Background: an optimization exercise with open tools, aiming at small area and a short achievable clock period. Do not read the settings as production practice. In this exercise RTL edits were held to simulation tests only and were not proved equivalent to the original. No activity file was given, so power comes from the tool's default toggle rates.

<file path="design.v">
module three_stage_mult(input [15:0] a, input [15:0] b, output [31:0] out, input clk);
  reg [15:0] ra;
  reg [7:0] rone, rtwo, rneg;
  reg [5:0] rl;
  reg [25:0] rx, ry;
  reg rc;
  reg [31:0] rp;
  wire pp1;
  wire pp2;
  wire pp3;
  wire pp4;
  wire pp5;
  wire pp6;
  wire pp7;
  wire pp8;
  wire pp9;
  wire pp10;
  wire pp11;
  wire pp12;
  wire pp13;
  wire pp14;
  wire pp15;
  wire pp16;
  wire pp17;
  wire ns18;
  wire pp19;
  wire pp20;
  wire pp21;
  wire pp22;
  wire pp23;
  wire pp24;
  wire pp25;
  wire pp26;
  wire pp27;
  wire pp28;
  wire pp29;
  wire pp30;
  wire pp31;
  wire pp32;
  wire pp33;
  wire pp34;
  wire pp35;
  wire ns36;
  wire pp37;
  wire pp38;
  wire pp39;
  wire pp40;
  wire pp41;
  wire pp42;
  wire pp43;
  wire pp44;
  wire pp45;
  wire pp46;
  wire pp47;
  wire pp48;
  wire pp49;
  wire pp50;
  wire pp51;
  wire pp52;
  wire pp53;
  wire ns54;
  wire pp55;
  wire pp56;
  wire pp57;
  wire pp58;
  wire pp59;
  wire pp60;
  wire pp61;
  wire pp62;
  wire pp63;
  wire pp64;
  wire pp65;
  wire pp66;
  wire pp67;
  wire pp68;
  wire pp69;
  wire pp70;
  wire pp71;
  wire ns72;
  wire pp73;
  wire pp74;
  wire pp75;
  wire pp76;
  wire pp77;
  wire pp78;
  wire pp79;
  wire pp80;
  wire pp81;
  wire pp82;
  wire pp83;
  wire pp84;
  wire pp85;
  wire pp86;
  wire pp87;
  wire pp88;
  wire pp89;
  wire ns90;
  wire pp91;
  wire pp92;
  wire pp93;
  wire pp94;
  wire pp95;
  wire pp96;
  wire pp97;
  wire pp98;
  wire pp99;
  wire pp100;
  wire pp101;
  wire pp102;
  wire pp103;
  wire pp104;
  wire pp105;
  wire pp106;
  wire pp107;
  wire ns108;
  wire pp109;
  wire pp110;
  wire pp111;
  wire pp112;
  wire pp113;
  wire pp114;
  wire pp115;
  wire pp116;
  wire pp117;
  wire pp118;
  wire pp119;
  wire pp120;
  wire pp121;
  wire pp122;
  wire pp123;
  wire pp124;
  wire pp125;
  wire ns126;
  wire pp127;
  wire pp128;
  wire pp129;
  wire pp130;
  wire pp131;
  wire pp132;
  wire pp133;
  wire pp134;
  wire pp135;
  wire pp136;
  wire pp137;
  wire pp138;
  wire pp139;
  wire pp140;
  wire pp141;
  wire pp142;
  wire pp143;
  wire ns144;
  wire pp145;
  wire pp146;
  wire pp147;
  wire pp148;
  wire pp149;
  wire pp150;
  wire pp151;
  wire pp152;
  wire pp153;
  wire pp154;
  wire pp155;
  wire pp156;
  wire pp157;
  wire pp158;
  wire pp159;
  wire pp160;
  wire s161;
  wire c162;
  wire s163;
  wire c164;
  wire s165;
  wire c166;
  wire s167;
  wire c168;
  wire s169;
  wire c170;
  wire s171;
  wire c172;
  wire s173;
  wire c174;
  wire s175;
  wire c176;
  wire s177;
  wire c178;
  wire s179;
  wire c180;
  wire s181;
  wire c182;
  wire s183;
  wire c184;
  wire s185;
  wire c186;
  wire s187;
  wire c188;
  wire s189;
  wire c190;
  wire s191;
  wire c192;
  wire s193;
  wire c194;
  wire s195;
  wire c196;
  wire s197;
  wire c198;
  wire s199;
  wire c200;
  wire s201;
  wire c202;
  wire s203;
  wire c204;
  wire s205;
  wire c206;
  wire s207;
  wire c208;
  wire s209;
  wire c210;
  wire s211;
  wire c212;
  wire s213;
  wire c214;
  wire s215;
  wire c216;
  wire s217;
  wire c218;
  wire s219;
  wire c220;
  wire s221;
  wire c222;
  wire s223;
  wire c224;
  wire s225;
  wire c226;
  wire s227;
  wire c228;
  wire s229;
  wire c230;
  wire s231;
  wire c232;
  wire s233;
  wire c234;
  wire s235;
  wire c236;
  wire s237;
  wire c238;
  wire s239;
  wire c240;
  wire s241;
  wire c242;
  wire s243;
  wire c244;
  wire s245;
  wire c246;
  wire s247;
  wire c248;
  wire s249;
  wire c250;
  wire s251;
  wire c252;
  wire s253;
  wire c254;
  wire s255;
  wire c256;
  wire s257;
  wire c258;
  wire s259;
  wire c260;
  wire s261;
  wire c262;
  wire s263;
  wire c264;
  wire s265;
  wire c266;
  wire s267;
  wire c268;
  wire s269;
  wire c270;
  wire s271;
  wire c272;
  wire s273;
  wire c274;
  wire s275;
  wire c276;
  wire s277;
  wire c278;
  wire s279;
  wire c280;
  wire s281;
  wire c282;
  wire s283;
  wire c284;
  wire s285;
  wire c286;
  wire s287;
  wire c288;
  wire s289;
  wire c290;
  wire s291;
  wire c292;
  wire s293;
  wire c294;
  wire s295;
  wire c296;
  wire s297;
  wire c298;
  wire s299;
  wire c300;
  wire s301;
  wire c302;
  wire s303;
  wire c304;
  wire s305;
  wire c306;
  wire s307;
  wire c308;
  wire s309;
  wire c310;
  wire s311;
  wire c312;
  wire s313;
  wire c314;
  wire s315;
  wire c316;
  wire s317;
  wire c318;
  wire s319;
  wire c320;
  wire s321;
  wire c322;
  wire s323;
  wire c324;
  wire s325;
  wire c326;
  wire s327;
  wire c328;
  wire s329;
  wire c330;
  wire s331;
  wire c332;
  wire s333;
  wire c334;
  wire s335;
  wire c336;
  wire s337;
  wire c338;
  wire s339;
  wire c340;
  wire s341;
  wire c342;
  wire s343;
  wire c344;
  wire s345;
  wire c346;
  wire s347;
  wire c348;
  wire s349;
  wire c350;
  wire s351;
  wire c352;
  wire s353;
  wire c354;
  wire s355;
  wire c356;
  wire s357;
  wire c358;
  wire s359;
  wire c360;
  wire s361;
  wire c362;
  wire s363;
  wire c364;
  wire s365;
  wire c366;
  wire s367;
  wire c368;
  wire s369;
  wire c370;
  wire s371;
  wire c372;
  wire s373;
  wire c374;
  wire s375;
  wire c376;
  wire s377;
  wire c378;
  wire s379;
  wire c380;
  wire s381;
  wire c382;
  wire s383;
  wire c384;
  wire s385;
  wire c386;
  wire s387;
  wire c388;
  wire s389;
  wire c390;
  wire s391;
  wire c392;
  wire s393;
  wire c394;
  wire s395;
  wire c396;
  wire s397;
  wire c398;
  wire s399;
  wire c400;
  wire s401;
  wire c402;
  wire s403;
  wire c404;
  wire s405;
  wire c406;
  wire s407;
  wire c408;
  wire s409;
  wire c410;
  wire s411;
  wire c412;
  wire s413;
  wire c414;
  wire s415;
  wire c416;
  wire s417;
  wire c418;
  wire s419;
  wire c420;
  wire s421;
  wire c422;
  wire s423;
  wire c424;
  wire s425;
  wire c426;
  wire s427;
  wire c428;
  wire s429;
  wire c430;
  wire s431;
  wire c432;
  wire s433;
  wire c434;
  wire s435;
  wire c436;
  wire s437;
  wire c438;
  wire s439;
  wire c440;
  wire s441;
  wire c442;
  assign pp1 = ((rone[0] & ra[0]) | (rtwo[0] & 1'b0)) ^ rneg[0];
  assign pp2 = ((rone[0] & ra[1]) | (rtwo[0] & ra[0])) ^ rneg[0];
  assign pp3 = ((rone[0] & ra[2]) | (rtwo[0] & ra[1])) ^ rneg[0];
  assign pp4 = ((rone[0] & ra[3]) | (rtwo[0] & ra[2])) ^ rneg[0];
  assign pp5 = ((rone[0] & ra[4]) | (rtwo[0] & ra[3])) ^ rneg[0];
  assign pp6 = ((rone[0] & ra[5]) | (rtwo[0] & ra[4])) ^ rneg[0];
  assign pp7 = ((rone[0] & ra[6]) | (rtwo[0] & ra[5])) ^ rneg[0];
  assign pp8 = ((rone[0] & ra[7]) | (rtwo[0] & ra[6])) ^ rneg[0];
  assign pp9 = ((rone[0] & ra[8]) | (rtwo[0] & ra[7])) ^ rneg[0];
  assign pp10 = ((rone[0] & ra[9]) | (rtwo[0] & ra[8])) ^ rneg[0];
  assign pp11 = ((rone[0] & ra[10]) | (rtwo[0] & ra[9])) ^ rneg[0];
  assign pp12 = ((rone[0] & ra[11]) | (rtwo[0] & ra[10])) ^ rneg[0];
  assign pp13 = ((rone[0] & ra[12]) | (rtwo[0] & ra[11])) ^ rneg[0];
  assign pp14 = ((rone[0] & ra[13]) | (rtwo[0] & ra[12])) ^ rneg[0];
  assign pp15 = ((rone[0] & ra[14]) | (rtwo[0] & ra[13])) ^ rneg[0];
  assign pp16 = ((rone[0] & ra[15]) | (rtwo[0] & ra[14])) ^ rneg[0];
  assign pp17 = ((rone[0] & 1'b0) | (rtwo[0] & ra[15])) ^ rneg[0];
  assign ns18 = ~rneg[0];
  assign pp19 = ((rone[1] & ra[0]) | (rtwo[1] & 1'b0)) ^ rneg[1];
  assign pp20 = ((rone[1] & ra[1]) | (rtwo[1] & ra[0])) ^ rneg[1];
  assign pp21 = ((rone[1] & ra[2]) | (rtwo[1] & ra[1])) ^ rneg[1];
  assign pp22 = ((rone[1] & ra[3]) | (rtwo[1] & ra[2])) ^ rneg[1];
  assign pp23 = ((rone[1] & ra[4]) | (rtwo[1] & ra[3])) ^ rneg[1];
  assign pp24 = ((rone[1] & ra[5]) | (rtwo[1] & ra[4])) ^ rneg[1];
  assign pp25 = ((rone[1] & ra[6]) | (rtwo[1] & ra[5])) ^ rneg[1];
  assign pp26 = ((rone[1] & ra[7]) | (rtwo[1] & ra[6])) ^ rneg[1];
  assign pp27 = ((rone[1] & ra[8]) | (rtwo[1] & ra[7])) ^ rneg[1];
  assign pp28 = ((rone[1] & ra[9]) | (rtwo[1] & ra[8])) ^ rneg[1];
  assign pp29 = ((rone[1] & ra[10]) | (rtwo[1] & ra[9])) ^ rneg[1];
  assign pp30 = ((rone[1] & ra[11]) | (rtwo[1] & ra[10])) ^ rneg[1];
  assign pp31 = ((rone[1] & ra[12]) | (rtwo[1] & ra[11])) ^ rneg[1];
  assign pp32 = ((rone[1] & ra[13]) | (rtwo[1] & ra[12])) ^ rneg[1];
  assign pp33 = ((rone[1] & ra[14]) | (rtwo[1] & ra[13])) ^ rneg[1];
  assign pp34 = ((rone[1] & ra[15]) | (rtwo[1] & ra[14])) ^ rneg[1];
  assign pp35 = ((rone[1] & 1'b0) | (rtwo[1] & ra[15])) ^ rneg[1];
  assign ns36 = ~rneg[1];
  assign pp37 = ((rone[2] & ra[0]) | (rtwo[2] & 1'b0)) ^ rneg[2];
  assign pp38 = ((rone[2] & ra[1]) | (rtwo[2] & ra[0])) ^ rneg[2];
  assign pp39 = ((rone[2] & ra[2]) | (rtwo[2] & ra[1])) ^ rneg[2];
  assign pp40 = ((rone[2] & ra[3]) | (rtwo[2] & ra[2])) ^ rneg[2];
  assign pp41 = ((rone[2] & ra[4]) | (rtwo[2] & ra[3])) ^ rneg[2];
  assign pp42 = ((rone[2] & ra[5]) | (rtwo[2] & ra[4])) ^ rneg[2];
  assign pp43 = ((rone[2] & ra[6]) | (rtwo[2] & ra[5])) ^ rneg[2];
  assign pp44 = ((rone[2] & ra[7]) | (rtwo[2] & ra[6])) ^ rneg[2];
  assign pp45 = ((rone[2] & ra[8]) | (rtwo[2] & ra[7])) ^ rneg[2];
  assign pp46 = ((rone[2] & ra[9]) | (rtwo[2] & ra[8])) ^ rneg[2];
  assign pp47 = ((rone[2] & ra[10]) | (rtwo[2] & ra[9])) ^ rneg[2];
  assign pp48 = ((rone[2] & ra[11]) | (rtwo[2] & ra[10])) ^ rneg[2];
  assign pp49 = ((rone[2] & ra[12]) | (rtwo[2] & ra[11])) ^ rneg[2];
  assign pp50 = ((rone[2] & ra[13]) | (rtwo[2] & ra[12])) ^ rneg[2];
  assign pp51 = ((rone[2] & ra[14]) | (rtwo[2] & ra[13])) ^ rneg[2];
  assign pp52 = ((rone[2] & ra[15]) | (rtwo[2] & ra[14])) ^ rneg[2];
  assign pp53 = ((rone[2] & 1'b0) | (rtwo[2] & ra[15])) ^ rneg[2];
  assign ns54 = ~rneg[2];
  assign pp55 = ((rone[3] & ra[0]) | (rtwo[3] & 1'b0)) ^ rneg[3];
  assign pp56 = ((rone[3] & ra[1]) | (rtwo[3] & ra[0])) ^ rneg[3];
  assign pp57 = ((rone[3] & ra[2]) | (rtwo[3] & ra[1])) ^ rneg[3];
  assign pp58 = ((rone[3] & ra[3]) | (rtwo[3] & ra[2])) ^ rneg[3];
  assign pp59 = ((rone[3] & ra[4]) | (rtwo[3] & ra[3])) ^ rneg[3];
  assign pp60 = ((rone[3] & ra[5]) | (rtwo[3] & ra[4])) ^ rneg[3];
  assign pp61 = ((rone[3] & ra[6]) | (rtwo[3] & ra[5])) ^ rneg[3];
  assign pp62 = ((rone[3] & ra[7]) | (rtwo[3] & ra[6])) ^ rneg[3];
  assign pp63 = ((rone[3] & ra[8]) | (rtwo[3] & ra[7])) ^ rneg[3];
  assign pp64 = ((rone[3] & ra[9]) | (rtwo[3] & ra[8])) ^ rneg[3];
  assign pp65 = ((rone[3] & ra[10]) | (rtwo[3] & ra[9])) ^ rneg[3];
  assign pp66 = ((rone[3] & ra[11]) | (rtwo[3] & ra[10])) ^ rneg[3];
  assign pp67 = ((rone[3] & ra[12]) | (rtwo[3] & ra[11])) ^ rneg[3];
  assign pp68 = ((rone[3] & ra[13]) | (rtwo[3] & ra[12])) ^ rneg[3];
  assign pp69 = ((rone[3] & ra[14]) | (rtwo[3] & ra[13])) ^ rneg[3];
  assign pp70 = ((rone[3] & ra[15]) | (rtwo[3] & ra[14])) ^ rneg[3];
  assign pp71 = ((rone[3] & 1'b0) | (rtwo[3] & ra[15])) ^ rneg[3];
  assign ns72 = ~rneg[3];
  assign pp73 = ((rone[4] & ra[0]) | (rtwo[4] & 1'b0)) ^ rneg[4];
  assign pp74 = ((rone[4] & ra[1]) | (rtwo[4] & ra[0])) ^ rneg[4];
  assign pp75 = ((rone[4] & ra[2]) | (rtwo[4] & ra[1])) ^ rneg[4];
  assign pp76 = ((rone[4] & ra[3]) | (rtwo[4] & ra[2])) ^ rneg[4];
  assign pp77 = ((rone[4] & ra[4]) | (rtwo[4] & ra[3])) ^ rneg[4];
  assign pp78 = ((rone[4] & ra[5]) | (rtwo[4] & ra[4])) ^ rneg[4];
  assign pp79 = ((rone[4] & ra[6]) | (rtwo[4] & ra[5])) ^ rneg[4];
  assign pp80 = ((rone[4] & ra[7]) | (rtwo[4] & ra[6])) ^ rneg[4];
  assign pp81 = ((rone[4] & ra[8]) | (rtwo[4] & ra[7])) ^ rneg[4];
  assign pp82 = ((rone[4] & ra[9]) | (rtwo[4] & ra[8])) ^ rneg[4];
  assign pp83 = ((rone[4] & ra[10]) | (rtwo[4] & ra[9])) ^ rneg[4];
  assign pp84 = ((rone[4] & ra[11]) | (rtwo[4] & ra[10])) ^ rneg[4];
  assign pp85 = ((rone[4] & ra[12]) | (rtwo[4] & ra[11])) ^ rneg[4];
  assign pp86 = ((rone[4] & ra[13]) | (rtwo[4] & ra[12])) ^ rneg[4];
  assign pp87 = ((rone[4] & ra[14]) | (rtwo[4] & ra[13])) ^ rneg[4];
  assign pp88 = ((rone[4] & ra[15]) | (rtwo[4] & ra[14])) ^ rneg[4];
  assign pp89 = ((rone[4] & 1'b0) | (rtwo[4] & ra[15])) ^ rneg[4];
  assign ns90 = ~rneg[4];
  assign pp91 = ((rone[5] & ra[0]) | (rtwo[5] & 1'b0)) ^ rneg[5];
  assign pp92 = ((rone[5] & ra[1]) | (rtwo[5] & ra[0])) ^ rneg[5];
  assign pp93 = ((rone[5] & ra[2]) | (rtwo[5] & ra[1])) ^ rneg[5];
  assign pp94 = ((rone[5] & ra[3]) | (rtwo[5] & ra[2])) ^ rneg[5];
  assign pp95 = ((rone[5] & ra[4]) | (rtwo[5] & ra[3])) ^ rneg[5];
  assign pp96 = ((rone[5] & ra[5]) | (rtwo[5] & ra[4])) ^ rneg[5];
  assign pp97 = ((rone[5] & ra[6]) | (rtwo[5] & ra[5])) ^ rneg[5];
  assign pp98 = ((rone[5] & ra[7]) | (rtwo[5] & ra[6])) ^ rneg[5];
  assign pp99 = ((rone[5] & ra[8]) | (rtwo[5] & ra[7])) ^ rneg[5];
  assign pp100 = ((rone[5] & ra[9]) | (rtwo[5] & ra[8])) ^ rneg[5];
  assign pp101 = ((rone[5] & ra[10]) | (rtwo[5] & ra[9])) ^ rneg[5];
  assign pp102 = ((rone[5] & ra[11]) | (rtwo[5] & ra[10])) ^ rneg[5];
  assign pp103 = ((rone[5] & ra[12]) | (rtwo[5] & ra[11])) ^ rneg[5];
  assign pp104 = ((rone[5] & ra[13]) | (rtwo[5] & ra[12])) ^ rneg[5];
  assign pp105 = ((rone[5] & ra[14]) | (rtwo[5] & ra[13])) ^ rneg[5];
  assign pp106 = ((rone[5] & ra[15]) | (rtwo[5] & ra[14])) ^ rneg[5];
  assign pp107 = ((rone[5] & 1'b0) | (rtwo[5] & ra[15])) ^ rneg[5];
  assign ns108 = ~rneg[5];
  assign pp109 = ((rone[6] & ra[0]) | (rtwo[6] & 1'b0)) ^ rneg[6];
  assign pp110 = ((rone[6] & ra[1]) | (rtwo[6] & ra[0])) ^ rneg[6];
  assign pp111 = ((rone[6] & ra[2]) | (rtwo[6] & ra[1])) ^ rneg[6];
  assign pp112 = ((rone[6] & ra[3]) | (rtwo[6] & ra[2])) ^ rneg[6];
  assign pp113 = ((rone[6] & ra[4]) | (rtwo[6] & ra[3])) ^ rneg[6];
  assign pp114 = ((rone[6] & ra[5]) | (rtwo[6] & ra[4])) ^ rneg[6];
  assign pp115 = ((rone[6] & ra[6]) | (rtwo[6] & ra[5])) ^ rneg[6];
  assign pp116 = ((rone[6] & ra[7]) | (rtwo[6] & ra[6])) ^ rneg[6];
  assign pp117 = ((rone[6] & ra[8]) | (rtwo[6] & ra[7])) ^ rneg[6];
  assign pp118 = ((rone[6] & ra[9]) | (rtwo[6] & ra[8])) ^ rneg[6];
  assign pp119 = ((rone[6] & ra[10]) | (rtwo[6] & ra[9])) ^ rneg[6];
  assign pp120 = ((rone[6] & ra[11]) | (rtwo[6] & ra[10])) ^ rneg[6];
  assign pp121 = ((rone[6] & ra[12]) | (rtwo[6] & ra[11])) ^ rneg[6];
  assign pp122 = ((rone[6] & ra[13]) | (rtwo[6] & ra[12])) ^ rneg[6];
  assign pp123 = ((rone[6] & ra[14]) | (rtwo[6] & ra[13])) ^ rneg[6];
  assign pp124 = ((rone[6] & ra[15]) | (rtwo[6] & ra[14])) ^ rneg[6];
  assign pp125 = ((rone[6] & 1'b0) | (rtwo[6] & ra[15])) ^ rneg[6];
  assign ns126 = ~rneg[6];
  assign pp127 = ((rone[7] & ra[0]) | (rtwo[7] & 1'b0)) ^ rneg[7];
  assign pp128 = ((rone[7] & ra[1]) | (rtwo[7] & ra[0])) ^ rneg[7];
  assign pp129 = ((rone[7] & ra[2]) | (rtwo[7] & ra[1])) ^ rneg[7];
  assign pp130 = ((rone[7] & ra[3]) | (rtwo[7] & ra[2])) ^ rneg[7];
  assign pp131 = ((rone[7] & ra[4]) | (rtwo[7] & ra[3])) ^ rneg[7];
  assign pp132 = ((rone[7] & ra[5]) | (rtwo[7] & ra[4])) ^ rneg[7];
  assign pp133 = ((rone[7] & ra[6]) | (rtwo[7] & ra[5])) ^ rneg[7];
  assign pp134 = ((rone[7] & ra[7]) | (rtwo[7] & ra[6])) ^ rneg[7];
  assign pp135 = ((rone[7] & ra[8]) | (rtwo[7] & ra[7])) ^ rneg[7];
  assign pp136 = ((rone[7] & ra[9]) | (rtwo[7] & ra[8])) ^ rneg[7];
  assign pp137 = ((rone[7] & ra[10]) | (rtwo[7] & ra[9])) ^ rneg[7];
  assign pp138 = ((rone[7] & ra[11]) | (rtwo[7] & ra[10])) ^ rneg[7];
  assign pp139 = ((rone[7] & ra[12]) | (rtwo[7] & ra[11])) ^ rneg[7];
  assign pp140 = ((rone[7] & ra[13]) | (rtwo[7] & ra[12])) ^ rneg[7];
  assign pp141 = ((rone[7] & ra[14]) | (rtwo[7] & ra[13])) ^ rneg[7];
  assign pp142 = ((rone[7] & ra[15]) | (rtwo[7] & ra[14])) ^ rneg[7];
  assign pp143 = ((rone[7] & 1'b0) | (rtwo[7] & ra[15])) ^ rneg[7];
  assign ns144 = ~rneg[7];
  assign pp145 = ra[0] & rneg[7];
  assign pp146 = ra[1] & rneg[7];
  assign pp147 = ra[2] & rneg[7];
  assign pp148 = ra[3] & rneg[7];
  assign pp149 = ra[4] & rneg[7];
  assign pp150 = ra[5] & rneg[7];
  assign pp151 = ra[6] & rneg[7];
  assign pp152 = ra[7] & rneg[7];
  assign pp153 = ra[8] & rneg[7];
  assign pp154 = ra[9] & rneg[7];
  assign pp155 = ra[10] & rneg[7];
  assign pp156 = ra[11] & rneg[7];
  assign pp157 = ra[12] & rneg[7];
  assign pp158 = ra[13] & rneg[7];
  assign pp159 = ra[14] & rneg[7];
  assign pp160 = ra[15] & rneg[7];
  mult_ha u_s161 (.x(1'b1), .y(ns18), .s(s161), .c(c162));
  mult_ha u_s163 (.x(1'b1), .y(pp147), .s(s163), .c(c164));
  mult_ha u_s165 (.x(rneg[5]), .y(pp11), .s(s165), .c(c166));
  mult_ha u_s167 (.x(pp12), .y(pp28), .s(s167), .c(c168));
  mult_fa u_s169 (.x(rneg[6]), .y(pp13), .z(pp29), .s(s169), .c(c170));
  mult_ha u_s171 (.x(pp45), .y(pp61), .s(s171), .c(c172));
  mult_fa u_s173 (.x(pp14), .y(pp30), .z(pp46), .s(s173), .c(c174));
  mult_ha u_s175 (.x(pp62), .y(pp78), .s(s175), .c(c176));
  mult_fa u_s177 (.x(rneg[7]), .y(pp15), .z(pp31), .s(s177), .c(c178));
  mult_fa u_s179 (.x(pp47), .y(pp63), .z(pp79), .s(s179), .c(c180));
  mult_ha u_s181 (.x(pp95), .y(pp111), .s(s181), .c(c182));
  mult_fa u_s183 (.x(pp16), .y(pp32), .z(pp48), .s(s183), .c(c184));
  mult_fa u_s185 (.x(pp64), .y(pp80), .z(pp96), .s(s185), .c(c186));
  mult_ha u_s187 (.x(pp112), .y(pp128), .s(s187), .c(c188));
  mult_fa u_s189 (.x(pp145), .y(pp17), .z(pp33), .s(s189), .c(c190));
  mult_fa u_s191 (.x(pp49), .y(pp65), .z(pp81), .s(s191), .c(c192));
  mult_fa u_s193 (.x(pp97), .y(pp113), .z(pp129), .s(s193), .c(c194));
  mult_fa u_s195 (.x(pp146), .y(s161), .z(pp34), .s(s195), .c(c196));
  mult_fa u_s197 (.x(pp50), .y(pp66), .z(pp82), .s(s197), .c(c198));
  mult_fa u_s199 (.x(pp98), .y(pp114), .z(pp130), .s(s199), .c(c200));
  mult_fa u_s201 (.x(c162), .y(s163), .z(pp35), .s(s201), .c(c202));
  mult_fa u_s203 (.x(pp51), .y(pp67), .z(pp83), .s(s203), .c(c204));
  mult_fa u_s205 (.x(pp99), .y(pp115), .z(pp131), .s(s205), .c(c206));
  mult_fa u_s207 (.x(ns36), .y(pp148), .z(c164), .s(s207), .c(c208));
  mult_fa u_s209 (.x(pp52), .y(pp68), .z(pp84), .s(s209), .c(c210));
  mult_fa u_s211 (.x(pp100), .y(pp116), .z(pp132), .s(s211), .c(c212));
  mult_fa u_s213 (.x(1'b1), .y(pp149), .z(pp53), .s(s213), .c(c214));
  mult_fa u_s215 (.x(pp69), .y(pp85), .z(pp101), .s(s215), .c(c216));
  mult_ha u_s217 (.x(pp117), .y(pp133), .s(s217), .c(c218));
  mult_fa u_s219 (.x(ns54), .y(pp150), .z(pp70), .s(s219), .c(c220));
  mult_fa u_s221 (.x(pp86), .y(pp102), .z(pp118), .s(s221), .c(c222));
  mult_fa u_s223 (.x(1'b1), .y(pp151), .z(pp71), .s(s223), .c(c224));
  mult_ha u_s225 (.x(pp87), .y(pp103), .s(s225), .c(c226));
  mult_fa u_s227 (.x(ns72), .y(pp152), .z(pp88), .s(s227), .c(c228));
  mult_ha u_s229 (.x(1'b1), .y(pp153), .s(s229), .c(c230));
  mult_ha u_s231 (.x(rneg[3]), .y(pp7), .s(s231), .c(c232));
  mult_ha u_s233 (.x(pp8), .y(pp24), .s(s233), .c(c234));
  mult_fa u_s235 (.x(rneg[4]), .y(pp9), .z(pp25), .s(s235), .c(c236));
  mult_ha u_s237 (.x(pp41), .y(pp57), .s(s237), .c(c238));
  mult_fa u_s239 (.x(pp10), .y(pp26), .z(pp42), .s(s239), .c(c240));
  mult_ha u_s241 (.x(pp58), .y(pp74), .s(s241), .c(c242));
  mult_fa u_s243 (.x(pp27), .y(pp43), .z(pp59), .s(s243), .c(c244));
  mult_fa u_s245 (.x(pp75), .y(pp91), .z(s165), .s(s245), .c(c246));
  mult_fa u_s247 (.x(pp44), .y(pp60), .z(pp76), .s(s247), .c(c248));
  mult_fa u_s249 (.x(pp92), .y(c166), .z(s167), .s(s249), .c(c250));
  mult_fa u_s251 (.x(pp77), .y(pp93), .z(pp109), .s(s251), .c(c252));
  mult_fa u_s253 (.x(c168), .y(s171), .z(s169), .s(s253), .c(c254));
  mult_fa u_s255 (.x(pp94), .y(pp110), .z(c172), .s(s255), .c(c256));
  mult_fa u_s257 (.x(s175), .y(c170), .z(s173), .s(s257), .c(c258));
  mult_fa u_s259 (.x(pp127), .y(c176), .z(s181), .s(s259), .c(c260));
  mult_fa u_s261 (.x(c174), .y(s177), .z(s179), .s(s261), .c(c262));
  mult_fa u_s263 (.x(c182), .y(s187), .z(c178), .s(s263), .c(c264));
  mult_fa u_s265 (.x(c180), .y(s183), .z(s185), .s(s265), .c(c266));
  mult_fa u_s267 (.x(c188), .y(c184), .z(c186), .s(s267), .c(c268));
  mult_fa u_s269 (.x(s189), .y(s191), .z(s193), .s(s269), .c(c270));
  mult_fa u_s271 (.x(c190), .y(c192), .z(c194), .s(s271), .c(c272));
  mult_fa u_s273 (.x(s195), .y(s197), .z(s199), .s(s273), .c(c274));
  mult_fa u_s275 (.x(c196), .y(c198), .z(c200), .s(s275), .c(c276));
  mult_fa u_s277 (.x(s201), .y(s203), .z(s205), .s(s277), .c(c278));
  mult_fa u_s279 (.x(s207), .y(c202), .z(c204), .s(s279), .c(c280));
  mult_fa u_s281 (.x(c206), .y(s209), .z(s211), .s(s281), .c(c282));
  mult_fa u_s283 (.x(s217), .y(c208), .z(c210), .s(s283), .c(c284));
  mult_fa u_s285 (.x(c212), .y(s213), .z(s215), .s(s285), .c(c286));
  mult_fa u_s287 (.x(pp134), .y(c218), .z(c214), .s(s287), .c(c288));
  mult_fa u_s289 (.x(c216), .y(s219), .z(s221), .s(s289), .c(c290));
  mult_fa u_s291 (.x(pp119), .y(pp135), .z(s225), .s(s291), .c(c292));
  mult_fa u_s293 (.x(c220), .y(c222), .z(s223), .s(s293), .c(c294));
  mult_fa u_s295 (.x(pp104), .y(pp120), .z(pp136), .s(s295), .c(c296));
  mult_fa u_s297 (.x(c226), .y(c224), .z(s227), .s(s297), .c(c298));
  mult_fa u_s299 (.x(s229), .y(pp89), .z(pp105), .s(s299), .c(c300));
  mult_fa u_s301 (.x(pp121), .y(pp137), .z(c228), .s(s301), .c(c302));
  mult_fa u_s303 (.x(ns90), .y(pp154), .z(c230), .s(s303), .c(c304));
  mult_fa u_s305 (.x(pp106), .y(pp122), .z(pp138), .s(s305), .c(c306));
  mult_fa u_s307 (.x(1'b1), .y(pp155), .z(pp107), .s(s307), .c(c308));
  mult_ha u_s309 (.x(pp123), .y(pp139), .s(s309), .c(c310));
  mult_fa u_s311 (.x(ns108), .y(pp156), .z(pp124), .s(s311), .c(c312));
  mult_ha u_s313 (.x(1'b1), .y(pp157), .s(s313), .c(c314));
  mult_ha u_s315 (.x(rneg[2]), .y(pp5), .s(s315), .c(c316));
  mult_ha u_s317 (.x(pp6), .y(pp22), .s(s317), .c(c318));
  mult_fa u_s319 (.x(pp23), .y(pp39), .z(pp55), .s(s319), .c(c320));
  mult_fa u_s321 (.x(pp40), .y(pp56), .z(c232), .s(s321), .c(c322));
  mult_fa u_s323 (.x(pp73), .y(c234), .z(s237), .s(s323), .c(c324));
  mult_fa u_s325 (.x(c238), .y(s241), .z(c236), .s(s325), .c(c326));
  mult_fa u_s327 (.x(c242), .y(c240), .z(s243), .s(s327), .c(c328));
  mult_fa u_s329 (.x(c244), .y(s247), .z(c246), .s(s329), .c(c330));
  mult_fa u_s331 (.x(c248), .y(s251), .z(c250), .s(s331), .c(c332));
  mult_fa u_s333 (.x(c252), .y(s255), .z(c254), .s(s333), .c(c334));
  mult_fa u_s335 (.x(c256), .y(s259), .z(c258), .s(s335), .c(c336));
  mult_fa u_s337 (.x(c260), .y(c262), .z(s263), .s(s337), .c(c338));
  mult_fa u_s339 (.x(c264), .y(c266), .z(s267), .s(s339), .c(c340));
  mult_fa u_s341 (.x(c268), .y(c270), .z(s271), .s(s341), .c(c342));
  mult_fa u_s343 (.x(c272), .y(c274), .z(s275), .s(s343), .c(c344));
  mult_fa u_s345 (.x(c276), .y(c278), .z(s279), .s(s345), .c(c346));
  mult_fa u_s347 (.x(c280), .y(c282), .z(s283), .s(s347), .c(c348));
  mult_fa u_s349 (.x(c284), .y(c286), .z(s287), .s(s349), .c(c350));
  mult_fa u_s351 (.x(s291), .y(c288), .z(c290), .s(s351), .c(c352));
  mult_fa u_s353 (.x(s295), .y(c292), .z(c294), .s(s353), .c(c354));
  mult_fa u_s355 (.x(c296), .y(s299), .z(c298), .s(s355), .c(c356));
  mult_fa u_s357 (.x(s303), .y(c300), .z(s305), .s(s357), .c(c358));
  mult_fa u_s359 (.x(s309), .y(c304), .z(c306), .s(s359), .c(c360));
  mult_fa u_s361 (.x(pp140), .y(c310), .z(c308), .s(s361), .c(c362));
  mult_fa u_s363 (.x(s313), .y(pp125), .z(pp141), .s(s363), .c(c364));
  mult_fa u_s365 (.x(ns126), .y(pp158), .z(c314), .s(s365), .c(c366));
  mult_ha u_s367 (.x(1'b1), .y(pp159), .s(s367), .c(c368));
  mult_ha u_s369 (.x(rneg[1]), .y(pp3), .s(s369), .c(c370));
  mult_ha u_s371 (.x(pp4), .y(pp20), .s(s371), .c(c372));
  mult_fa u_s373 (.x(pp21), .y(pp37), .z(s315), .s(s373), .c(c374));
  mult_fa u_s375 (.x(pp38), .y(c316), .z(s317), .s(s375), .c(c376));
  mult_fa u_s377 (.x(c318), .y(s231), .z(s319), .s(s377), .c(c378));
  mult_fa u_s379 (.x(s233), .y(c320), .z(s321), .s(s379), .c(c380));
  mult_fa u_s381 (.x(s235), .y(c322), .z(s323), .s(s381), .c(c382));
  mult_fa u_s383 (.x(s239), .y(c324), .z(s325), .s(s383), .c(c384));
  mult_fa u_s385 (.x(s245), .y(c326), .z(s327), .s(s385), .c(c386));
  mult_fa u_s387 (.x(s249), .y(c328), .z(s329), .s(s387), .c(c388));
  mult_fa u_s389 (.x(s253), .y(c330), .z(s331), .s(s389), .c(c390));
  mult_fa u_s391 (.x(s257), .y(c332), .z(s333), .s(s391), .c(c392));
  mult_fa u_s393 (.x(s261), .y(c334), .z(s335), .s(s393), .c(c394));
  mult_fa u_s395 (.x(s265), .y(c336), .z(s337), .s(s395), .c(c396));
  mult_fa u_s397 (.x(s269), .y(c338), .z(s339), .s(s397), .c(c398));
  mult_fa u_s399 (.x(s273), .y(c340), .z(s341), .s(s399), .c(c400));
  mult_fa u_s401 (.x(s277), .y(c342), .z(s343), .s(s401), .c(c402));
  mult_fa u_s403 (.x(s281), .y(c344), .z(s345), .s(s403), .c(c404));
  mult_fa u_s405 (.x(s285), .y(c346), .z(s347), .s(s405), .c(c406));
  mult_fa u_s407 (.x(s289), .y(c348), .z(s349), .s(s407), .c(c408));
  mult_fa u_s409 (.x(s293), .y(c350), .z(s351), .s(s409), .c(c410));
  mult_fa u_s411 (.x(s297), .y(c352), .z(s353), .s(s411), .c(c412));
  mult_fa u_s413 (.x(s301), .y(c354), .z(s355), .s(s413), .c(c414));
  mult_fa u_s415 (.x(c302), .y(s357), .z(c356), .s(s415), .c(c416));
  mult_fa u_s417 (.x(s307), .y(c358), .z(s359), .s(s417), .c(c418));
  mult_fa u_s419 (.x(s311), .y(c360), .z(s361), .s(s419), .c(c420));
  mult_fa u_s421 (.x(c312), .y(s363), .z(c362), .s(s421), .c(c422));
  mult_fa u_s423 (.x(pp142), .y(s365), .z(c364), .s(s423), .c(c424));
  mult_fa u_s425 (.x(s367), .y(pp143), .z(c366), .s(s425), .c(c426));
  mult_fa u_s427 (.x(ns144), .y(pp160), .z(c368), .s(s427), .c(c428));
  mult_ha u_s429 (.x(rneg[0]), .y(pp1), .s(s429), .c(c430));
  mult_ha u_s431 (.x(pp2), .y(c430), .s(s431), .c(c432));
  mult_fa u_s433 (.x(pp19), .y(s369), .z(c432), .s(s433), .c(c434));
  mult_fa u_s435 (.x(c370), .y(s371), .z(c434), .s(s435), .c(c436));
  mult_fa u_s437 (.x(c372), .y(s373), .z(c436), .s(s437), .c(c438));
  mult_fa u_s439 (.x(c374), .y(s375), .z(c438), .s(s439), .c(c440));
  mult_fa u_s441 (.x(c376), .y(s377), .z(c440), .s(s441), .c(c442));
  always @(posedge clk) begin
    ra <= a;
    rone[0] <= b[0] ^ 1'b0;
    rtwo[0] <= (b[1] & ~b[0] & ~1'b0) | (~b[1] & b[0] & 1'b0);
    rneg[0] <= b[1];
    rone[1] <= b[2] ^ b[1];
    rtwo[1] <= (b[3] & ~b[2] & ~b[1]) | (~b[3] & b[2] & b[1]);
    rneg[1] <= b[3];
    rone[2] <= b[4] ^ b[3];
    rtwo[2] <= (b[5] & ~b[4] & ~b[3]) | (~b[5] & b[4] & b[3]);
    rneg[2] <= b[5];
    rone[3] <= b[6] ^ b[5];
    rtwo[3] <= (b[7] & ~b[6] & ~b[5]) | (~b[7] & b[6] & b[5]);
    rneg[3] <= b[7];
    rone[4] <= b[8] ^ b[7];
    rtwo[4] <= (b[9] & ~b[8] & ~b[7]) | (~b[9] & b[8] & b[7]);
    rneg[4] <= b[9];
    rone[5] <= b[10] ^ b[9];
    rtwo[5] <= (b[11] & ~b[10] & ~b[9]) | (~b[11] & b[10] & b[9]);
    rneg[5] <= b[11];
    rone[6] <= b[12] ^ b[11];
    rtwo[6] <= (b[13] & ~b[12] & ~b[11]) | (~b[13] & b[12] & b[11]);
    rneg[6] <= b[13];
    rone[7] <= b[14] ^ b[13];
    rtwo[7] <= (b[15] & ~b[14] & ~b[13]) | (~b[15] & b[14] & b[13]);
    rneg[7] <= b[15];
    rl[0] <= s429;
    rl[1] <= s431;
    rl[2] <= s433;
    rl[3] <= s435;
    rl[4] <= s437;
    rl[5] <= s439;
    rx[0] <= c376;
    ry[0] <= s377;
    rx[1] <= c378;
    ry[1] <= s379;
    rx[2] <= c380;
    ry[2] <= s381;
    rx[3] <= c382;
    ry[3] <= s383;
    rx[4] <= c384;
    ry[4] <= s385;
    rx[5] <= c386;
    ry[5] <= s387;
    rx[6] <= c388;
    ry[6] <= s389;
    rx[7] <= c390;
    ry[7] <= s391;
    rx[8] <= c392;
    ry[8] <= s393;
    rx[9] <= c394;
    ry[9] <= s395;
    rx[10] <= c396;
    ry[10] <= s397;
    rx[11] <= c398;
    ry[11] <= s399;
    rx[12] <= c400;
    ry[12] <= s401;
    rx[13] <= c402;
    ry[13] <= s403;
    rx[14] <= c404;
    ry[14] <= s405;
    rx[15] <= c406;
    ry[15] <= s407;
    rx[16] <= c408;
    ry[16] <= s409;
    rx[17] <= c410;
    ry[17] <= s411;
    rx[18] <= c412;
    ry[18] <= s413;
    rx[19] <= c414;
    ry[19] <= s415;
    rx[20] <= c416;
    ry[20] <= s417;
    rx[21] <= c418;
    ry[21] <= s419;
    rx[22] <= c420;
    ry[22] <= s421;
    rx[23] <= c422;
    ry[23] <= s423;
    rx[24] <= c424;
    ry[24] <= s425;
    rx[25] <= c426;
    ry[25] <= s427;
    rc <= c440;
  end
  wire [25:0] hi;
  assign hi = rx + ry + rc;
  always @(posedge clk) rp <= {hi, rl[5], rl[4], rl[3], rl[2], rl[1], rl[0]};
  assign out = rp;
endmodule
module mult_fa(input x, input y, input z, output s, output c);
  assign s = x ^ y ^ z;
  assign c = (x & y) | (x & z) | (y & z);
endmodule
module mult_ha(input x, input y, output s, output c);
  assign s = x ^ y;
  assign c = x & y;
endmodule
</file>
<file path="run.sh">
#!/bin/bash
# synth_recipe.tcl (not shown) runs the flow's synth.tcl, then flattens the netlist and writes it again
# the make line also repeats each setting of config.mk as NAME=value (left out here)
make -C /OpenROAD-flow-scripts/flow DESIGN_CONFIG=/design/flow/config.mk WORK_HOME=/design/flow/orfs CLKGATE_MAP_FILE= SYNTH_SCRIPT=/design/flow/synth_recipe.tcl finish
</file>
<file path="config.mk">
export PLATFORM = sky130hd
export DESIGN_NAME = three_stage_mult
export DESIGN_NICKNAME = three_stage_mult
export VERILOG_FILES = /design/flow/design.v
export SDC_FILE = /design/flow/constraint.sdc
export NUM_CORES = 4
export LEC_CHECK = 0
export CAP_MARGIN = 20
export CORE_MARGIN = 2
export CORE_UTILIZATION = 65
export PLACE_DENSITY = 0.75
export SLEW_MARGIN = 20
export SYNTH_HIERARCHICAL = 1
</file>
<file path="constraint.sdc">
create_clock -name core_clock -period 8.0 [get_ports {clk}]
set_input_delay 1.6000 -clock core_clock [delete_from_list [all_inputs] [get_ports {clk}]]
set_output_delay 1.6000 -clock core_clock [all_outputs]
set_load 0.01 [all_outputs]
</file>
==> run_results.csv, run 1 <==
group,metric,value,unit
run_status,outcome,"no timing/DRC/antenna violations",
min_path,worst_hold_path_type,"reg -> reg",
cts,clkSinkCount,131,
timing,fmax,285,MHz
setup_path,critPathTopFamily,"adder cells",
timing,finalHoldViolations,0,
grt,gr-max-usage-layer,"met2",
min_path,hold_path.startpoint,"rl[5]",
die,fp.dieH,123,µm
route,wl_per_cell,20.4,µm
cts,clk_latency,410,ps
cts,ctsResizeCount,0,
grt,globalRouteMet3Util,7.10,%
timing,rsz0062_at_grt,"false",
setup_path,worstSetupStartpointType,"register",
setup_path,worst-path-max-fanout,17,
cts,cts_tree,"built",
setup_path,cp-end-kind,"register",
grt,grt.overflow.total,0,
synthesis,ys_warn_count,7,
setup_path,crit_slowest_cell,"dfxtp_1",
die,fp.coreArea,13900,µm²
synthesis,synthCells,838,
synthesis,synth_common_cells,"xnor2_1 (150), dfxtp_1 (131), a22oi_1 (120), fa_1 (118), clkbuf_1 (81)",
route,postRouteAntennaNets,0,
cts,htree_levels,4,
power,total_power,4.15,mW
cts,cts_setup_buffers,0,
route,routed_wl,21200,µm
power,leakage,4.03,nW
grt,grt_pass1_vias,6571,
final_layout,fillers,935,
grt,grt_pass1_wl,34000,µm
synthesis,synth_seq_cells,131,
synthesis,synth-main-ff-cell,"dfxtp_1",
power,powerDensity,397,nW/µm²
timing,fin_worst_skew,6.91,ps
timing,final.setup.tns,0,ps
setup_path,cpPeakStageDelay,830,ps
synthesis,async_reset_ff_share,0,%
final_layout,final_util,75.4,%
grt,met2_usage,46.2,%
placement,routabilityCongestion,0.947,
die,ios,65,
final_layout,final_layout_size_suffix_gt1_share,5.13,%
timing,whs,332,ps
cts,clockBufferDepth,2,
setup_path,timing_worst_setup_path_type,"reg -> reg",
grt,grt_max_degree,36,
route,dr.pass1.iters,6,
final_layout,diodes,0,
setup_path,worstPathArrival,3800,ps
timing,tightestPinTransition,1140,ps
cts,numCtsBuffers,17,
timing,final.period_utilization,43.9,%
setup_path,startpoint,"ra[2]",
timing,max-slew-margin-rel,23.7,%
final_layout,area.growth.synth_to_final,13.0,%
grt,track_usage,29.6,%
cts,clockRootBuffer,"clkbuf_16",
placement,post_dp_cell_area,9850,µm²
synthesis,yosysTopAreaCell,"dfxtp_1",
setup_path,crit_buf_inv,0,
setup_path,timing.critical_path.mode_cell,"fa_1",
grt,use_met1,40.6,%
cts,clkTransAtPathRegs,60,ps
final_layout,stdcell_area,10500,µm²
placement,portBuffers,64,
die,die_area,15200,µm²
timing,drv_slew,0,
final_layout,layout.nets,1045,
timing,setup-violations-final,0,
grt,antenna_found_initial,1,
placement,dp.final_hpwl,14900,µm
route,vias,6388,
synthesis,synth.avg_cell_area,11.0,µm²
synthesis,ys_types,43,
route,first_iter_violations,818,
route,route.detailed.drc,0,
flow_run,maxCapViolCount,0,
setup_path,critPathRequiredTime,8290,ps
power,ir_drop,0.178,mV
setup_path,timing.rr.start,"ra[2]",
die,start_util,66.7,%
die,die_w,123,µm
die,rows,43,
synthesis,synth-edff-count,0,
synthesis,yosys-top-cells-area,"dfxtp_1 (28%), fa_1 (26%), xnor2_1 (14%)",
timing,min_period,3510,ps
route,viasPerCell,6.15,
synthesis,yosysMostFrequentCell,"xnor2_1",
setup_path,cp_cell_sequence,"a22oi_1, xnor2_1, ha_1, fa_1, fa_1, fa_1, fa_1",
synthesis,syn-cell-area,9260,µm²
synthesis,synth_top_area_share,28.3,%
cts,ctsHoldBuffers,0,
synthesis,seq_area_frac_synth,28.3,%
==> logic make-up after synthesis <==
group	after synthesis	share of synthesized area [%]
fa+ha+maj	166	32.0
buf+inv	96	3.89
flops	131	28.3
simple gates	87	5.12
other cells	1	0.0405
xor+xnor	166	15.7
compound gates	191	14.9
==> per-module statistics from Yosys (local to each module, per instance) <==
| module | cells inside | flops+latches | copies in the design | cell area [µm²] |
|---|---|---|---|---|
| three_stage_mult | 698 | 131 | 1 | 6640 |
| mult_ha | 1 | 0 | 24 | 12.5 |
| mult_fa | 1 | 0 | 116 | 20.0 |
==> state kept, by name, summed over array words and instances, names as in the netlist <==
signal / flops
ra: 16
rc: 1
rl: 6
rneg: 8
rone: 8
rp: 32
rtwo: 8
rx: 26
ry: 26
==> path summary, 6_finish.rpt <==
check | endpoint | slack (ps) | cells past startpoint
setup / recovery | rl[5] | 4490 | 7
hold / removal | rp[5] | 330 | 0
setup reg to reg | rl[5] | 4490 | 7
hold reg to reg | rp[5] | 330 | 0
==> per-layer routing <==
layer / vias up / part of all wire [%]
met3: 35 / 7.6
li1: 2868 / -
met5: - / 0
met4: 0 / 2.2
met1: 3151 / 43
met2: 334 / 47
==> layout by cell type (no fill, tap or decap), types with 2 or more instances in the layout <==
cell type / count
a21o_1: 9
a21oi_1: 16
a22oi_1: 120
a31oi_1: 6
and2_1: 17
and3_2: 2
buf_4: 3
bufinv_16: 3
clkbuf_16: 17
clkbuf_8: 2
clkdlybuf4s50_1: 64
clkinv_2: 3
clkinvlp_4: 3
conb_1: 8
dfxtp_1: 130
fa_1: 118
ha_1: 48
inv_1: 11
inv_6: 2
nand2_1: 25
nand2b_1: 9
nand3b_1: 8
nand4_1: 6
nor2_1: 10
nor2b_1: 4
nor3_1: 3
o211ai_1: 2
o21a_1: 3
o21ai_0: 17
o21bai_1: 2
o31ai_1: 3
xnor2_1: 150
xor2_1: 16
==> power breakdown <==
part | switching, mW | internal [mW]
combinational | 1.17 | 1.09
clock | 0.294 | 0.505
sequential | 0.148 | 0.944
total | 1.62 | 2.53
==> per-stage QoR <==
stage / cells / worst slack, ps
2_1_floorplan: 845 / 4480
3_3_place_gp: 1007 / 4600
3_5_place_dp: 1007 / 4530
4_1_cts: 1038 / 4480
5_1_grt: 1038 / 4380
6_report: 1038 / 4490
==> final cells by class <==
type | instances | area (µm²) | area share (%)
Multi-Input combinational cell | 618 | 6300 | 60.2
Timing Repair Buffer | 67 | 663 | 6.34
Inverter | 11 | 41.3 | 0.395
Clock inverter | 12 | 154 | 1.47
Clock buffer | 19 | 453 | 4.33
Tap cell | 180 | 225 | 2.15
Sequential cell | 131 | 2620 | 25.1
==> inputs of run 2 (changes only) <==
==> flow/run.sh (new file) <==
#!/bin/bash
# Own layout flow: the standard synthesis and layout, except that the port
# buffers are plain buffers (buffer_ports -buffer_cell) rather than the delay
# buffers buffer_ports picks by default. Each step's full output goes to its own log.
set -euo pipefail
bash standard.sh synth > flow_synth.log 2>&1
bash standard.sh "BUFFER_PORTS_ARGS=-buffer_cell sky130_fd_sc_hd__buf_2" finish > flow_layout.log 2>&1
==> standard.sh (new file) <==
#!/bin/bash
# synth_recipe.tcl (not shown) runs the flow's synth.tcl, then flattens the netlist and writes it again
# the make line also repeats each setting of config.mk as NAME=value (left out here)
make -C /OpenROAD-flow-scripts/flow DESIGN_CONFIG=/design/flow/config.mk WORK_HOME=/design/flow/orfs CLKGATE_MAP_FILE= SYNTH_SCRIPT=/design/flow/synth_recipe.tcl "${@:-finish}"
--- a/config.mk
+++ b/config.mk
@@ -9,4 +9,4 @@
 export CORE_MARGIN = 2
-export CORE_UTILIZATION = 65
-export PLACE_DENSITY = 0.75
+export CORE_UTILIZATION = 40
+export SETUP_SLACK_MARGIN = 5
 export SLEW_MARGIN = 20
removed: run.sh
==> run 2 against run 1 <==
- critical path type unchanged
- highest routed layer unchanged
- synthesized area is the same
- count of clock-buffer cells in the layout unchanged
- sequential power is essentially flat
- largest cell class unchanged
==> run_results.csv, run 2 <==
group,metric,value,unit
run_status,outcome,"no timing/DRC/antenna violations",
synthesis,syn-cell-area,9260,µm²
setup_path,timing.rr.start,"ra[9]",
grt,grt_max_degree,20,
placement,dp.final_hpwl,14700,µm
setup_path,cp_cell_sequence,"clkbuf_4, a22oi_1, xnor2_1, fa_2, fa_1, fa_1, fa_1",
grt,antenna_found_initial,0,
power,leakage,4.43,nW
timing,tightestPinTransition,468,ps
timing,drv_slew,0,
timing,fmax,336,MHz
placement,routabilityCongestion,0.834,
final_layout,multi_input_area,6350,µm²
grt,met2_usage,28.1,%
die,die_w,156,µm
flow_run,maxCapViolCount,0,
min_path,worst_hold_path_type,"reg -> reg",
die,start_util,40.8,%
die,die_area,24400,µm²
cts,clkSinkCount,131,
grt,globalRouteMet3Util,4.53,%
setup_path,startpoint,"ra[9]",
final_layout,layout_common_cells,"xnor2_1 (150), a22oi_1 (117), fa_1 (111), dfxtp_1 (96), buf_4 (68)",
final_layout,top_regs,"rp x32, rx x26, ry x26",
min_path,hold_path.startpoint,"rl[0]",
final_layout,layout_commonest_cell,"xnor2_1",
setup_path,timing_worst_setup_path_type,"reg -> reg",
placement,portBuffers,64,
synthesis,seq_area_frac_synth,28.3,%
synthesis,synth.avg_cell_area,11.0,µm²
timing,final.period_utilization,37.2,%
synthesis,synth_top_area_share,28.3,%
die,fp.dieH,156,µm
grt,gr-max-usage-layer,"met2",
timing,finalHoldViolations,0,
die,rows,55,
power,ir_drop,0.170,mV
setup_path,worstSetupStartpointType,"register",
route,dr.pass1.iters,5,
route,vias,6533,
power,powerDensity,365,nW/µm²
final_layout,fillers,2065,
setup_path,critPathTopFamily,"adder cells",
route,routed_wl,22900,µm
die,ios,65,
setup_path,cp-end-kind,"register",
timing,final.setup.tns,0,ps
final_layout,seq_area,2750,µm²
power,total_power,4.05,mW
setup_path,worstPathArrival,3280,ps
setup_path,crit_slowest_cell,"fa_1",
synthesis,synth_seq_cells,131,
die,fp.coreArea,22700,µm²
cts,clk_latency,430,ps
grt,grt_pass1_vias,6514,
synthesis,yosysTopAreaCell,"dfxtp_1",
synthesis,yosys-top-cells-area,"dfxtp_1 (28%), fa_1 (26%), xnor2_1 (14%)",
setup_path,crit_buf_inv,1,
synthesis,synth-main-ff-cell,"dfxtp_1",
timing,fin_worst_skew,8.54,ps
cts,clkTransAtPathRegs,60,ps
synthesis,yosysMostFrequentCell,"xnor2_1",
grt,track_usage,18.9,%
final_layout,area.growth.synth_to_final,19.6,%
synthesis,synth-edff-count,0,
timing,rsz0062_at_grt,"true",
synthesis,async_reset_ff_share,0,%
final_layout,largest-register,"rp",
final_layout,final_layout_size_suffix_gt1_share,24.2,%
timing,min_period,2970,ps
route,viasPerCell,5.36,
route,wl_per_cell,18.8,µm
cts,cts_tree,"built",
route,postRouteAntennaNets,0,
final_layout,largest_reg_flops,32,
final_layout,diodes,0,
timing,max-slew-margin-rel,68.0,%
route,first_iter_violations,536,
cts,clockBufferDepth,2,
synthesis,ys_warn_count,7,
route,route.detailed.drc,0,
timing,setup-violations-final,0,
grt,grt_pass1_wl,35300,µm
grt,use_met1,26.7,%
synthesis,synthCells,838,
setup_path,critPathRequiredTime,8300,ps
synthesis,synth_common_cells,"xnor2_1 (150), dfxtp_1 (131), a22oi_1 (120), fa_1 (118), clkbuf_1 (81)",
final_layout,layout.nets,1120,
setup_path,timing.critical_path.mode_cell,"fa_1",
synthesis,ys_types,43,
cts,clockRootBuffer,"clkbuf_16",
cts,htree_levels,4,
cts,numCtsBuffers,17,
setup_path,cpPeakStageDelay,510,ps
setup_path,worst-path-max-fanout,9,
grt,grt.overflow.total,0,
## run 2: report_power, final
group | switching [mW] | internal (mW)
clock | 0.307 | 0.495
combinational | 1.17 | 1.02
sequential | 0.116 | 0.941
total | 1.59 | 2.46
## run 2: cells by family after synthesis
logic type	after synthesis	synth area share [%]
adders and majority gates	166	32.0
xor gates and xnor gates	166	15.7
other	1	0.0405
AOI/OAI and AO/OA	191	14.9
DFF	131	28.3
and+or+nand+nor	87	5.12
buffers and inverters	96	3.89
## run 2: routing by layer
metal / vias up / wire length [µm]
li1: 3012 / -
met1: 3187 / 10400
met2: 295 / 10100
met3: 39 / 1980
met4: 0 / 451
met5: - / 0
## run 2: stage by stage
step	instance area (µm²)	worst slack, ps	instances	util (%)	hold WS (ps)
2_1_floorplan	9410	4960	845	-	310
3_3_place_gp	9690	4560	1115	42.7	315
3_5_place_dp	9690	4500	1115	42.7	313
4_1_cts	10500	4980	1156	46.4	327
5_1_grt	11100	4910	1219	48.8	333
6_report	11100	5030	1219	48.8	327
## run 2: cell type report
| cell class | count | share of cell area, % |
|---|---|---|
| inverters | 11 | 0.373 |
| multi-input cells | 618 | 57.3 |
| repair buffers | 142 | 8.77 |
| clock inverters | 13 | 1.57 |
| flip-flops and latches | 131 | 24.8 |
| clock buffers | 19 | 3.91 |
| well taps | 285 | 3.22 |
## run 2: worst reg2reg max path: stages (launching register included)
cell      delay, ps
dfxtp_4         430
clkbuf_4        240
a22oi_1         100
xnor2_1         250
fa_2            500
fa_1            410
fa_1            510
fa_1            410
## run 2: modules after synthesis, one instance, submodules excluded
module | area, µm² | flip-flops and latches | cells inside | times used
mult_ha | 12.5 | 0 | 1 | 24
three_stage_mult | 6640 | 131 | 698 | 1
mult_fa | 20.0 | 0 | 1 | 116
## run 2: final timing paths
path | end | slack, ps | cells past startpoint
worst min-delay path | rp[0] | 330 | 0
worst max register to register | ry[7] | 5030 | 7
worst max-delay path | ry[7] | 5030 | 7
worst min register to register | rp[0] | 330 | 0
## run 2: timing repair
item                                    in CTS  in global routing
hold buffers                                 0                  0
gates resized for setup                     72                 15
cloned                                       1                  0
endpoints found under the setup margin      33                 22
buffers inserted                             8                 63
pin swaps                                    0                 14
==> inputs of run 3 (changes only) <==
--- a/config.mk
+++ b/config.mk
@@ -10,2 +10,5 @@
 export CORE_UTILIZATION = 40
+export CTS_BUF_LIST = sky130_fd_sc_hd__clkbuf_8
+export CTS_CLUSTER_DIAMETER = 100
+export CTS_CLUSTER_SIZE = 30
 export SETUP_SLACK_MARGIN = 5
==> run 3 against run 2 <==
- still clean
- setup slack improved by 34 ps
- flip-flop and latch count did not move
- final cell count down 0.74%
- register-to-register slack gained 30 ps
- critical path type unchanged
- largest cell class unchanged
- largest power group unchanged
==> run_results.csv, run 3 <==
group,metric,value,unit
run_status,outcome,"no timing/DRC/antenna violations",
timing,setup-violations-final,0,
route,routed_wl,22500,µm
route,dr.pass1.iters,5,
cts,clkSinkCount,131,
setup_path,worstPathArrival,3270,ps
final_layout,area.growth.synth_to_final,17.4,%
final_layout,fillers,2091,
synthesis,yosysTopAreaCell,"dfxtp_1",
die,start_util,40.8,%
setup_path,worstSetupStartpointType,"register",
synthesis,syn-cell-area,9260,µm²
route,viasPerCell,5.33,
route,route.detailed.drc,0,
final_layout,layout.nets,1111,
synthesis,yosys-top-cells-area,"dfxtp_1 (28%), fa_1 (26%), xnor2_1 (14%)",
timing,max-slew-margin-rel,68.0,%
grt,grt_pass1_vias,6435,
cts,clockRootBuffer,"clkbuf_8",
timing,rsz0062_at_grt,"true",
synthesis,yosysMostFrequentCell,"xnor2_1",
synthesis,ys_warn_count,7,
synthesis,synth.avg_cell_area,11.0,µm²
final_layout,largest_reg_flops,32,
die,fp.coreArea,22700,µm²
grt,grt_pass1_wl,35300,µm
setup_path,timing_worst_setup_path_type,"reg -> reg",
power,total_power,3.83,mW
route,vias,6455,
synthesis,async_reset_ff_share,0,%
die,fp.dieH,156,µm
placement,post_dp_cell_area,9690,µm²
cts,clk_latency,450,ps
synthesis,synth_common_cells,"xnor2_1 (150), dfxtp_1 (131), a22oi_1 (120), fa_1 (118), clkbuf_1 (81)",
final_layout,diodes,0,
timing,tightestPinTransition,468,ps
die,ios,65,
final_layout,seq_area,2750,µm²
cts,numCtsBuffers,17,
die,die_area,24400,µm²
final_layout,layout_commonest_cell,"xnor2_1",
min_path,worst_hold_path_type,"reg -> reg",
route,postRouteAntennaNets,0,
synthesis,synthCells,838,
flow_run,maxCapViolCount,0,
timing,fin_worst_skew,13.8,ps
power,ir_drop,0.140,mV
placement,portBuffers,64,
synthesis,synth_seq_cells,131,
final_layout,layout_common_cells,"xnor2_1 (147), a22oi_1 (113), fa_1 (112), dfxtp_1 (96), buf_2 (65)",
die,die_w,156,µm
final_layout,largest-register,"rp",
route,wl_per_cell,18.6,µm
grt,antenna_found_initial,0,
timing,finalHoldViolations,0,
timing,final.setup.tns,0,ps
final_layout,final_layout_size_suffix_gt1_share,24.2,%
setup_path,critPathRequiredTime,8340,ps
final_layout,multi_input_area,6390,µm²
grt,track_usage,18.8,%
cts,htree_levels,4,
synthesis,seq_area_frac_synth,28.3,%
setup_path,worst-path-max-fanout,8,
cts,clkTransAtPathRegs,80,ps
synthesis,synth_top_area_share,28.3,%
synthesis,ys_types,43,
synthesis,synth-main-ff-cell,"dfxtp_1",
setup_path,cp-end-kind,"register",
timing,fmax,340,MHz
cts,clockBufferDepth,2,
cts,ctsHoldBuffers,0,
final_layout,stdcell_area,10900,µm²
timing,final.period_utilization,36.7,%
placement,dp.final_hpwl,14700,µm
grt,grt_max_degree,20,
placement,routabilityCongestion,0.834,
die,rows,55,
timing,min_period,2940,ps
timing,whs,334,ps
timing,drv_slew,0,
route,first_iter_violations,589,
grt,grt.overflow.total,0,
final_layout,final_util,47.9,%
power,powerDensity,352,nW/µm²
power,leakage,4.33,nW
final_layout,top_regs,"rp x32, rx x26, ry x26",
synthesis,synth-edff-count,0,
cts,cts_tree,"built",
run 3: cell types whose count changed in the layout (fill, tap and decap cells not counted), sizes merged:
cell	previous run	this run
buf	138	131
clkbuf	22	18
inv	16	18
run 3: report_power, final:
| part | internal, mW | total, mW | switching, mW | leakage [nW] |
|---|---|---|---|---|
| Sequential | 0.940 | 1.06 | 0.120 | 1.12 |
| Clock | 0.311 | 0.592 | 0.281 | 0.207 |
| Combinational | 1.02 | 2.18 | 1.16 | 3.01 |
| Total | 2.27 | 3.83 | 1.56 | 4.33 |
run 3: logic make-up (layout without fill, tap and decap cells):
logic type                 Yosys count  count (layout)  synth area share, %
AOI/OAI and AO/OA                  191             191                 14.9
xor gates and xnor gates           166             166                 15.7
adders and majority gates          166             166                 32.0
buffers and inverters               96             176                 3.89
DFF                                131             131                 28.3
other                                1               8               0.0405
and+or+nand+nor                     87              87                 5.12
run 3: path summary, 6_finish.rpt:
kind / start / endpoint / slack (ps) / cells past startpoint
worst min-delay path: rl[0] / rp[0] / 330 / 0
worst min register to register: rl[0] / rp[0] / 330 / 0
worst max-delay path: ra[9] / ry[10] / 5060 / 7
worst max register to register: ra[9] / ry[10] / 5060 / 7
run 3: layout make-up:
type	instances	area share, %
Clock inverter	15	1.67
Timing Repair Buffer	133	8.44
Tap cell	285	3.28
Clock buffer	17	2.15
Sequential cell	131	25.3
Multi-Input combinational cell	618	58.8
Inverter	11	0.380
run 3: critical path, cell delays in order, from the launching register on:
cell and delay (ps):
dfxtp_4 400, buf_4 190, a22oi_2 180, xnor2_1 160
fa_1 460, fa_1 430, fa_1 580, fa_1 420
run 3: stage by stage:
| step | cells | worst slack, ps |
|---|---|---|
| CTS | 1157 | 5000 |
| detailed placement | 1115 | 4500 |
| global route | 1210 | 4970 |
| finish | 1210 | 5060 |
| global placement | 1115 | 4560 |
| floorplan | 845 | 4960 |
run 3: routing by layer:
layer,GRT usage (%),vias to the layer above,share of wire [%]
li1,-,2996,-
met1,27.1,3157,46
met2,28.3,268,45
met3,3.83,34,7.9
met4,6.03,0,1.8
met5,0,-,0
run 3: Yosys stat by module (local to each module, per instance):
module            flops+latches  area [µm²]  cells inside
three_stage_mult            131        6640           698
mult_fa                       0        20.0             1
mult_ha                       0        12.5             1
run 3: timing repair:
action | CTS | global route
pin swaps | 0 | 17
endpoints found under the setup margin | 33 | 23
setup buffers | 9 | 53
gates cloned | 1 | 0
gates resized for setup | 73 | 25

## re-timing with driven ports
How much do the figures lean on ideal ports? The routed layouts below were timed once more, with nothing changed but the port constraints.
Step 1 assumes that a clkbuf_16 drives the clock port and a buf_2 every other input.
Step 2 moves the port delays by t, midway between the first and last clock arrival at a register: inputs arrive t later, outputs are due t later. That takes back most of the time a late clock gives input paths.
a / b / c = ideal ports / drivers / drivers and shift; a / b = the first two.
run	t (ns)	slack for setup (ns)	latest minus earliest clock arrival (ns)	slew at the worst register clock pin (ns)
run 1	0.458	4.492 / 4.492 / 4.492	0.008 / 0.007	0.06 / 0.06
run 2	0.469	5.027 / 5.027 / 5.027	0.009 / 0.009	0.06 / 0.06
run 3	0.490	5.061 / 5.061 / 5.061	0.014 / 0.014	0.08 / 0.08
After both steps setup and hold are still met in every run listed.
